This design comes from an exercise in tuning for a short achievable clock period and few clock cycles on the open sky130 flow, not from production work. The RTL of this run was laid out without a check of its function. Power is estimated from default activity; no workload was simulated.

### design/flow/design.v
module ALU(
	input  [31:0] A,
	input  [31:0] B,
	input  [4:0]  Shamt,
	input  [1:0]  ShiftOp,
	input         Signed,
	input  [7:0]  ResSel,    
	output [31:0] Out
);
	wire [31:0] s_add = A + B;
	wire [31:0] s_sub = A - B;
	wire lt = Signed ? ($signed(A) < $signed(B)) : (A < B);
	wire [31:0] s_shl = B << Shamt;
	wire [31:0] s_shr = $signed({ShiftOp[0] & B[31], B}) >>> Shamt;
	wire [31:0] s_sh  = ShiftOp[1] ? s_shr : s_shl;
	assign Out = ({32{ResSel[0]}} & s_add)
	           | ({32{ResSel[1]}} & s_sub)
	           | ({32{ResSel[2]}} & (A & B))
	           | ({32{ResSel[3]}} & (A | B))
	           | ({32{ResSel[4]}} & (A ^ B))
	           | ({32{ResSel[5]}} & ~(A | B))
	           | ({32{ResSel[6]}} & {31'b0, lt})
	           | ({32{ResSel[7]}} & s_sh);
endmodule
module ALUControl(
	input  [31:0] Instr,
	output        Signed,      
	output [1:0]  ShiftOp      
);
	wire [5:0] op = Instr[31:26];
	wire [5:0] fn = Instr[5:0];
	assign Signed = (op == 6'h00) ? (fn == 6'h2a | fn == 6'h03) : (op == 6'h0a);
	assign ShiftOp = fn[1:0];
endmodule
module Control(
	input  [31:0] Instr,
	output        RegWrite,    
	output [4:0]  Dest,        
	output        UsesRs,
	output        UsesRt,
	output        UseImm,      
	output [31:0] Imm,         
	output        MemRead,
	output        MemWrite,
	output        Beq,
	output        JumpReg,     
	output        Link,        
	output [7:0]  ResSel       
);
	wire [5:0] op = Instr[31:26];
	wire [5:0] fn = Instr[5:0];
	wire [4:0] rs = Instr[25:21];
	wire [4:0] rt = Instr[20:16];
	wire [4:0] rd = Instr[15:11];
	wire [15:0] imm = Instr[15:0];
	wire rtype  = (op == 6'h00);
	wire r_add  = rtype & (fn == 6'h20 | fn == 6'h21);
	wire r_sub  = rtype & (fn == 6'h22 | fn == 6'h23);
	wire r_and  = rtype & (fn == 6'h24);
	wire r_or   = rtype & (fn == 6'h25);
	wire r_xor  = rtype & (fn == 6'h26);
	wire r_nor  = rtype & (fn == 6'h27);
	wire r_slt  = rtype & (fn == 6'h2a);
	wire r_sltu = rtype & (fn == 6'h2b);
	wire r_sll  = rtype & (fn == 6'h00);
	wire r_srl  = rtype & (fn == 6'h02);
	wire r_sra  = rtype & (fn == 6'h03);
	wire r_jr   = rtype & (fn == 6'h08);
	wire r_jalr = rtype & (fn == 6'h09);
	wire i_addi = (op == 6'h08) | (op == 6'h09);
	wire i_andi = (op == 6'h0c);
	wire i_slti = (op == 6'h0a);
	wire i_sltiu= (op == 6'h0b);
	wire i_lui  = (op == 6'h0f);
	wire i_lw   = (op == 6'h23);
	wire i_sw   = (op == 6'h2b);
	wire i_beq  = (op == 6'h04);
	wire i_jal  = (op == 6'h03);
	wire r_alu = r_add | r_sub | r_and | r_or | r_xor | r_nor | r_slt | r_sltu | r_sll | r_srl | r_sra;
	wire i_alu = i_addi | i_andi | i_slti | i_sltiu | i_lui | i_lw;
	assign RegWrite = r_alu | r_jalr | i_alu | i_jal;
	assign Dest = (r_alu | r_jalr) ? rd : i_alu ? rt : i_jal ? 5'd31 : 5'd0;
	assign UsesRs = ~(op == 6'h02 | i_jal);
	assign UsesRt = rtype | i_beq | i_sw;
	assign UseImm = i_addi | i_andi | i_slti | i_sltiu | i_lui | i_lw | i_sw;
	assign Imm = i_lui ? {imm, 16'h0000} : i_andi ? {16'h0000, imm} : {{16{imm[15]}}, imm};
	assign MemRead = i_lw;
	assign MemWrite = i_sw;
	assign Beq = i_beq;
	assign JumpReg = r_jr | r_jalr;
	assign Link = r_jalr | i_jal;
	assign ResSel = {r_sll | r_srl | r_sra,
	                 r_slt | r_sltu | i_slti | i_sltiu,
	                 r_nor, r_xor, r_or, r_and | i_andi,
	                 r_sub,
	                 r_add | i_addi | i_lui | i_lw | i_sw};
endmodule
module RegisterFile(reset, clk, RegWrite, Read_register1, Read_register2, Write_register, Write_data, Read_data1, Read_data2, v0, a0, sp, ra);
	input reset, clk;
	input RegWrite;
	input [4:0] Read_register1, Read_register2, Write_register;
	input [31:0] Write_data;
	output [31:0] Read_data1, Read_data2;
	output [31:0] v0, a0, sp, ra;
	reg [31:0] RF_data[31:1];
	assign Read_data1 = (Read_register1 == 5'b00000)? 32'h00000000: RF_data[Read_register1];
	assign Read_data2 = (Read_register2 == 5'b00000)? 32'h00000000: RF_data[Read_register2];
	assign v0 = RF_data[2];
	assign a0 = RF_data[4];
	assign sp = RF_data[29];
	assign ra = RF_data[31];
	integer i;
	always @(posedge reset or posedge clk)
		if (reset)
			for (i = 1; i < 32; i = i + 1)
				RF_data[i] <= 32'h00000000;
		else if (RegWrite && (Write_register != 5'b00000))
			RF_data[Write_register] <= Write_data;
endmodule
module CPU(reset, clk, PC, Instruction, MemAddr, MemWData, MemRead, MemWrite, MemRData, v0, a0, sp, ra);
	input reset, clk;
	output reg [31:0] PC;
	input [31:0] Instruction;
	output [31:0] MemAddr, MemWData;
	output MemRead, MemWrite;
	input [31:0] MemRData;
	output [31:0] v0, a0, sp, ra;
	reg        d_valid;
	reg [31:0] d_instr;
	reg [31:0] d_pc4;
	reg [31:0] d_pred;       
	reg        e_valid;
	reg        e_regwrite;
	reg [4:0]  e_dest;
	reg        e_memread, e_memwrite, e_beq, e_jumpreg, e_link;
	reg [7:0]  e_ressel;
	reg        e_signed;
	reg [1:0]  e_shiftop;
	reg [4:0]  e_shamt;
	reg [31:0] e_aval, e_bval, e_sval;
	reg [2:0]  e_fa, e_fb, e_fs;   
	reg [31:0] e_pc4, e_btarget, e_pred;
	reg        m_regwrite;
	reg [4:0]  m_dest;
	reg        m_memread, m_memwrite;
	reg [31:0] m_result, m_sdata;
	reg        w_regwrite;
	reg [4:0]  w_dest;
	reg [31:0] w_result;
	reg [31:0] lr;
	wire [31:0] ea = ({32{e_fa[0]}} & e_aval) | ({32{e_fa[1]}} & m_result) | ({32{e_fa[2]}} & w_result);
	wire [31:0] eb = ({32{e_fb[0]}} & e_bval) | ({32{e_fb[1]}} & m_result) | ({32{e_fb[2]}} & w_result);
	wire [31:0] es = ({32{e_fs[0]}} & e_sval) | ({32{e_fs[1]}} & m_result) | ({32{e_fs[2]}} & w_result);
	wire [31:0] alu_out;
	ALU myALU(.A(ea), .B(eb), .Shamt(e_shamt), .ShiftOp(e_shiftop), .Signed(e_signed), .ResSel(e_ressel), .Out(alu_out));
	wire [31:0] e_result = e_link ? e_pc4 : alu_out;
	wire e_taken   = e_valid & e_beq & (ea == eb);
	wire e_jrmiss  = e_valid & e_jumpreg & (ea != e_pred);
	wire redirect  = e_taken | e_jrmiss;
	wire [31:0] redirect_pc = e_beq ? e_btarget : ea;
	wire [5:0] d_op = d_instr[31:26];
	wire [4:0] d_rs = d_instr[25:21];
	wire [4:0] d_rt = d_instr[20:16];
	wire d_regwrite_c, d_usesrs, d_usesrt, d_useimm, d_memread_c, d_memwrite_c, d_beq_c, d_jumpreg_c, d_link_c;
	wire [4:0] d_dest_c;
	wire [31:0] d_imm;
	wire [7:0] d_ressel_c;
	wire d_signed_c;
	wire [1:0] d_shiftop_c;
	Control myCont(.Instr(d_instr), .RegWrite(d_regwrite_c), .Dest(d_dest_c), .UsesRs(d_usesrs), .UsesRt(d_usesrt),
		.UseImm(d_useimm), .Imm(d_imm), .MemRead(d_memread_c), .MemWrite(d_memwrite_c), .Beq(d_beq_c),
		.JumpReg(d_jumpreg_c), .Link(d_link_c), .ResSel(d_ressel_c));
	ALUControl myALUC(.Instr(d_instr), .Signed(d_signed_c), .ShiftOp(d_shiftop_c));
	wire [31:0] rf_rs, rf_rt;
	RegisterFile myRF(reset, clk, w_regwrite, d_rs, d_rt, w_dest, w_result, rf_rs, rf_rt, v0, a0, sp, ra);
	wire [31:0] d_rsval = (w_regwrite && w_dest == d_rs && d_rs != 5'd0) ? w_result : rf_rs;
	wire [31:0] d_rtval = (w_regwrite && w_dest == d_rt && d_rt != 5'd0) ? w_result : rf_rt;
	wire e_wr = e_valid & e_regwrite;
	wire rs_from_m = e_wr & (e_dest == d_rs) & (d_rs != 5'd0);
	wire rs_from_w = ~rs_from_m & m_regwrite & (m_dest == d_rs) & (d_rs != 5'd0);
	wire rt_from_m = e_wr & (e_dest == d_rt) & (d_rt != 5'd0);
	wire rt_from_w = ~rt_from_m & m_regwrite & (m_dest == d_rt) & (d_rt != 5'd0);
	wire stall = d_valid & e_valid & e_memread & (e_dest != 5'd0) &
	             ((d_usesrs & (e_dest == d_rs)) | (d_usesrt & (e_dest == d_rt)));
	wire [31:0] pc4 = PC + 32'd4;
	wire [5:0] f_op = Instruction[31:26];
	wire f_j   = (f_op[5:1] == 5'b00001);
	wire f_jal = f_j & f_op[0];
	wire f_jr  = (f_op == 6'h00) & (Instruction[5:0] == 6'h08);
	wire [31:0] f_pred = f_j ? {pc4[31:28], Instruction[25:0], 2'b00} : f_jr ? lr : pc4;
	always @(posedge reset or posedge clk) begin
		if (reset) begin
			PC <= 32'd0;
			lr <= 32'd0;
			d_valid <= 1'b0; d_instr <= 32'd0; d_pc4 <= 32'd0; d_pred <= 32'd0;
			e_valid <= 1'b0; e_regwrite <= 1'b0; e_dest <= 5'd0;
			e_memread <= 1'b0; e_memwrite <= 1'b0; e_beq <= 1'b0; e_jumpreg <= 1'b0; e_link <= 1'b0;
			e_ressel <= 8'd0; e_signed <= 1'b0; e_shiftop <= 2'd0; e_shamt <= 5'd0;
			e_aval <= 32'd0; e_bval <= 32'd0; e_sval <= 32'd0;
			e_fa <= 3'b001; e_fb <= 3'b001; e_fs <= 3'b001;
			e_pc4 <= 32'd0; e_btarget <= 32'd0; e_pred <= 32'd0;
			m_regwrite <= 1'b0; m_dest <= 5'd0; m_memread <= 1'b0; m_memwrite <= 1'b0;
			m_result <= 32'd0; m_sdata <= 32'd0;
			w_regwrite <= 1'b0; w_dest <= 5'd0; w_result <= 32'd0;
		end else begin
			if (redirect) PC <= redirect_pc;
			else if (!stall) PC <= f_pred;
			if (redirect) d_valid <= 1'b0;
			else if (!stall) begin
				d_valid <= 1'b1;
				d_instr <= Instruction;
				d_pc4 <= pc4;
				d_pred <= f_pred;
			end
			if (e_valid & e_jumpreg & e_link) lr <= e_pc4;
			else if (!redirect && !stall && f_jal) lr <= pc4;
			e_valid <= d_valid & ~redirect & ~stall;
			e_regwrite <= d_regwrite_c & d_valid & ~redirect & ~stall;
			e_dest <= d_dest_c;
			e_memread <= d_memread_c & d_valid & ~redirect & ~stall;
			e_memwrite <= d_memwrite_c & d_valid & ~redirect & ~stall;
			e_beq <= d_beq_c;
			e_jumpreg <= d_jumpreg_c;
			e_link <= d_link_c;
			e_ressel <= d_ressel_c;
			e_signed <= d_signed_c;
			e_shiftop <= d_shiftop_c;
			e_shamt <= d_instr[10:6];
			e_aval <= d_rsval;
			e_fa <= {rs_from_w, rs_from_m, ~(rs_from_w | rs_from_m)};
			if (d_useimm) begin
				e_bval <= d_imm;
				e_fb <= 3'b001;
			end else begin
				e_bval <= d_rtval;
				e_fb <= {rt_from_w, rt_from_m, ~(rt_from_w | rt_from_m)};
			end
			e_sval <= d_rtval;
			e_fs <= {rt_from_w, rt_from_m, ~(rt_from_w | rt_from_m)};
			e_pc4 <= d_pc4;
			e_btarget <= d_pc4 + {d_imm[29:0], 2'b00};
			e_pred <= d_pred;
			m_regwrite <= e_valid & e_regwrite;
			m_dest <= e_dest;
			m_memread <= e_valid & e_memread;
			m_memwrite <= e_valid & e_memwrite;
			m_result <= e_result;
			m_sdata <= es;
			w_regwrite <= m_regwrite;
			w_dest <= m_dest;
			w_result <= m_memread ? MemRData : m_result;
		end
	end
	assign MemAddr = m_result;
	assign MemWData = m_sdata;
	assign MemRead = m_memread;
	assign MemWrite = m_memwrite;
endmodule
### design/flow/flow/run.sh
#!/bin/bash
export SETUP_SLACK_MARGIN=9.8
export TNS_END_PERCENT=100
bash standard.sh > standard.log 2>&1
### design/flow/standard.sh
#!/bin/bash
# synth_recipe.tcl (not shown) runs the flow's synth.tcl, then flattens the netlist and writes it again
# the make line also repeats each setting of config.mk as NAME=value (left out here)
make -C /OpenROAD-flow-scripts/flow DESIGN_CONFIG=/design/flow/config.mk WORK_HOME=/design/flow/orfs CLKGATE_MAP_FILE= SYNTH_SCRIPT=/design/flow/synth_recipe.tcl "${@:-finish}"
### design/flow/config.mk
export PLATFORM = sky130hd
export DESIGN_NAME = CPU
export DESIGN_NICKNAME = CPU
export VERILOG_FILES = /design/flow/design.v
export SDC_FILE = /design/flow/constraint.sdc
export NUM_CORES = 4
export LEC_CHECK = 0
export ABC_CLOCK_PERIOD_IN_PS = 3500
export CAP_MARGIN = 20
export CORE_MARGIN = 2
export CORE_UTILIZATION = 40
export SLEW_MARGIN = 20
### design/flow/constraint.sdc
create_clock -name core_clock -period 14.0 [get_ports {clk}]
set_input_delay 2.8000 -clock core_clock [delete_from_list [all_inputs] [get_ports {clk}]]
set_output_delay 2.8000 -clock core_clock [all_outputs]
set_load 0.01 [all_outputs]
==> results by group <==
Yosys
  • Synth Area in Compound Gates: 0.1828
  • Library cells used by synthesis: 91
  • Net Count, Synth: 7,580
  • Synth top area share: 0.4676
  • Main combinational cell family by area after synthesis: compound AO/OA/AOI/OAI gates
  • Simple-Gate Fraction of Synth Area: 0.09069
  • Top_reg_cell synth: dfrtp_1
  • Seq/Total Area, Yosys: 0.4686
  • Gate Count Post-Synth: 7,376
  • Mean Syn Cell Area: 10.79 um^2
  • Post-synthesis cell type with the largest combined area: dfrtp_1
  • Synth warnings: 3
  • Post-synth EDFFs: 0
  • Ranking of synthesized cells by area: dfrtp_1 47%, mux2_2 16%, a22oi_1 7.1%
  • Synth Register Bits: 1,490
  • Post-Synth Adder-Cell Area: 0.02198
  • Netlist Area Pre-Place: 79,580 um^2
  • Portion of netlist area occupied by mux cells: 0.1799
  • Synth Area in XOR/XNOR: 0.01376
  • Fraction of registers with async set/reset: 1.000

Die
  • Row count: 163
  • Initial core utilization: 0.4027
  • Core Area: 197,600 um^2
  • Die height: 450.0 um
  • Die Area: 202,500 um^2
  • Die Span X: 450.0 um
  • # IOs: 292

STA
  • Worst Tran Pin Value: 1.344 ns
  • Rel. slew slack: 0.09594
  • Final setup fails: 0
  • Crit path time final: 4.521 ns
  • TNS Setup: 0 ns
  • Hold Violations, Final: 0
  • Fin. max-slew vios: 0
  • Final Cycle Share: 0.3229
  • Fmax: 221.2 MHz
  • RSZ-0062 raised after global routing: yes
  • Clock skew: 0.07841 ns

Power
  • Pint: 7.925 mW
  • PwrDens: 115.2 nW/um^2
  • Pleak: 45.22 nW
  • Sequential Power Share: 0.431
  • Combinational power share: 0.159
  • Clock share of power: 0.410
  • Tot Pwr: 11.34 mW
  • Worst vdd ir: 109.4 uV
  • Sw frac: 0.3012
  • Net Switching: 3.416 mW

Detailed routing
  • Top Layer Used: met5
  • Met3 wire len: 67,380 um
  • WL per Instance: 40.57 um
  • Via Count: 76.80k
  • M1 WL: 155,400 um
  • WL final: 432,000 um
  • Drt first pass iters: 15
  • Met2 routed WL: 165,300 um
  • Initial DRC Count: 14.00k
  • DRT antenna net count: 0
  • DR vias/cell: 7.212
  • DRC Markers: 0

Clocking
  • Root Driver: clkbuf_16
  • Clock Pin Slew Worst Setup and Hold Paths: 0.06 ns
  • Clock Path Buffers: 3
  • H-tree depth: 4
  • TritonCTS clock tree: built
  • Num CTS Buffers: 161
  • Hold-fix buffers, CTS: 0
  • Worst-skew pair later-pin latency: 0.88 ns
  • CTS sink cnt: 1,490

Layout
  • Share of cells above drive strength 1: 0.3665
  • Filler Cell Count: 17.49k
  • Final #Nets: 8,058
  • Reg area: 37,540 um^2
  • Footprint of the multi-input gates: 41,320 um^2
  • Final instance area: 98,440 um^2
  • Final core occ: 0.4981
  • Area Overhead vs Synth: 23.70%
  • Fin cells: 10.65k

Setup path
  • Reg2reg setup slack: 9.48 ns
  • Setup CP Type: register to register
  • Worst EP arrival: 5.26 ns
  • Worst-path fanout max: 16
  • CP Launch Type: register
  • CP required: 14.74 ns
  • CP endpoint kind: register

Flow run
  • Max Cap Viol: 0

Outcome
  • Status: timing/DRC/antenna clean

Global route
  • First-pass GRT wire length: 579,600 um
  • Total track usage: 0.4045
  • GR Overflow Total: 0
  • Vias in the first global route: 71.79k
  • Initial antenna violation count: 27
  • Largest net degree at the start of global routing: 127

Place
  • Post-DP HPWL: 256,600 um
  • GPL Wtd Cong: 1.035
  • Placed inst area: 85,720 um^2
  • Port buffer count: 291
  • Cells after DPL: 9,863

Min path
  • Worst min-delay path class: register to register
## final cells by class
type | instances | area share
Sequential cell | 1490 | 0.3813
Antenna cell | 21 | 0.0005338
Clock buffer | 223 | 0.04677
Multi-Input combinational cell | 5025 | 0.4198
Inverter | 176 | 0.006927
Timing Repair Buffer | 998 | 0.09992
Tap cell | 2640 | 0.03355
Clock inverter | 75 | 0.01106
Timing Repair inverter | 2 | 0.0001271
## cell usage in the layout, fill, tap and decap left out, types with 44 or more instances in the layout
master	Yosys	routed
dfrtp_1	1487	1318
mux2_2	1111	1109
a22oi_1	748	747
buf_4	9	569
nand2_1	514	436
a21oi_1	280	271
nor2_1	287	214
buf_6	4	196
o21ai_0	224	187
clkbuf_16	0	184
inv_1	170	158
dfrtp_2	0	157
nand3_1	158	149
nand4_1	144	144
a222oi_1	138	138
mux2i_1	134	134
a221oi_1	137	134
ha_1	135	99
xnor2_1	85	85
nor2_4	0	75
a22o_1	70	70
nor3_1	77	69
buf_2	25	64
clkdlybuf4s50_1	0	62
o211ai_1	57	57
nand2_2	0	54
nand2b_1	53	49
nor4_1	70	44
## path summary, 6_finish.rpt
check | end | start | depth (start not counted)
min in group asynchronous | myRF.RF_data[25][2] | reset | 2
min | e_pred[14] | d_pred[14] | 0
max in group asynchronous | myRF.RF_data[4][25] | reset | 7
max | lr[17] | e_fa[0] | 15
min reg2reg | e_pred[14] | d_pred[14] | 0
max reg2reg | lr[17] | e_fa[0] | 15
## routing by layer
metal  up-vias  GRT usage
met5         -    0.01136
met4        34     0.3070
met3      2272     0.1765
met2      7412     0.5360
met1     38218     0.5124
li1      28867          -
## cells by family after synthesis
kind of cell	count (synthesis)
muxes	1266
xor gates and xnor gates	125
and+or+nand+nor	1496
DFF	1490
AOI/OAI and AO/OA	1997
buffers and inverters	864
adders and majority gates	138
## cell usage after synthesis, drive strengths merged, types with 11 or more instances
| cell type | number |
|---|---|
| a211oi | 36 |
| a31oi | 15 |
| a222oi | 138 |
| nor4 | 70 |
| a21o | 45 |
| a21oi | 280 |
| o21ai | 231 |
| xor2 | 40 |
| a22o | 70 |
| nand2b | 53 |
| and4 | 12 |
| nand4 | 144 |
| and3 | 25 |
| mux4 | 20 |
| ha | 135 |
| inv | 172 |
| nor3 | 77 |
| or2 | 14 |
| o211ai | 58 |
| or3 | 32 |
| o31ai | 50 |
| a22oi | 748 |
| nand3 | 167 |
| o311ai | 31 |
| a221oi | 137 |
| xnor2 | 85 |
| o21bai | 17 |
| buf | 150 |
| o32a | 11 |
| nor2b | 41 |
| mux2i | 134 |
| o21a | 24 |
| clkbuf | 538 |
| dfrtp | 1487 |
| nand2 | 514 |
| and2 | 20 |
| mux2 | 1112 |
| nor2 | 289 |
| o22ai | 14 |
## critical path, cell delays in order (launching register included)
cell and delay, ns:
dfstp_4 0.72, buf_8 0.22, nand2_1 0.08, nand2_1 0.48, inv_1 0.26, xnor2_1 0.18, nor4_1 0.37, nand4_1 0.21
nor2_4 0.39, o211ai_4 0.13, buf_12 0.17, or3_4 0.41, buf_12 0.18, buf_12 0.13, buf_16 0.15, o311ai_4 0.28
## flip-flops by register name, indices dropped and copies added, names as in the netlist, 2 cells and up
name          count
myRF.RF_data    992
PC               32
d_instr          32
d_pc4            32
d_pred           32
e_aval           32
e_btarget        32
e_bval           32
e_pred           32
e_sval           32
lr               32
m_result         32
m_sdata          32
w_result         32
e_pc4            30
e_ressel          8
e_dest            5
e_shamt           5
m_dest            5
w_dest            5
e_fa              3
e_fb              3
e_fs              3
e_shiftop         2
## per-stage QoR
stage | hold slack [ns] | worst slack, ns
floorplan | 0.3486 | -9.430
global placement | 0.3544 | 7.676
detailed placement | 0.3595 | 7.585
CTS | 0.3730 | 9.553
global route | 0.3842 | 9.552
finish | 0.3743 | 9.479
## timing repair
action	in CTS	in global routing
gates resized for setup	1462	335
pin swaps	39	80
endpoints found under the hold margin	0	0
cloned	24	31
setup endpoints to repair	1567	944
buffers inserted	304	106
## power by group through the flow
stage | logic, mW | clock network [mW] | registers, mW
floorplan | 0.853 | 0 | 4.80
global placement | 1.39 | 0 | 4.97
detailed placement | 1.40 | 0 | 4.97
CTS | 1.62 | 4.64 | 4.86
global route | 1.87 | 4.82 | 4.89
finish | 1.80 | 4.65 | 4.89

==> what the ideal ports hide <==
In the flow no input, the clock included, has a driving cell. The finished layout below was timed again as built, in two steps. Step 1 sets driving cells, clkbuf_16 on the clock port and buf_2 on the other inputs (assumed; they add their load-dependent delay and slew). Step 2, shift: input delay + t, output delay - t, t = (earliest + latest rising clock arrival at the registers) / 2. This alone moves slack from input paths to output paths. Slacks: ideal / step 1 / step 2; pairs: ideal / step 1.
t, ns: 0.938
slack for setup (ns): 9.479 / 9.479 / 8.683
hold WS [ns]: 0.374 / 0.374 / 0.374
worst setup path at the end: input to register
latest minus earliest clock arrival (ns): 0.079 / 0.079
After both steps setup and hold are still met in this run. For this run, drivers alone change the setup slack by 0.000 ns; drivers and shift together by -0.796 ns.
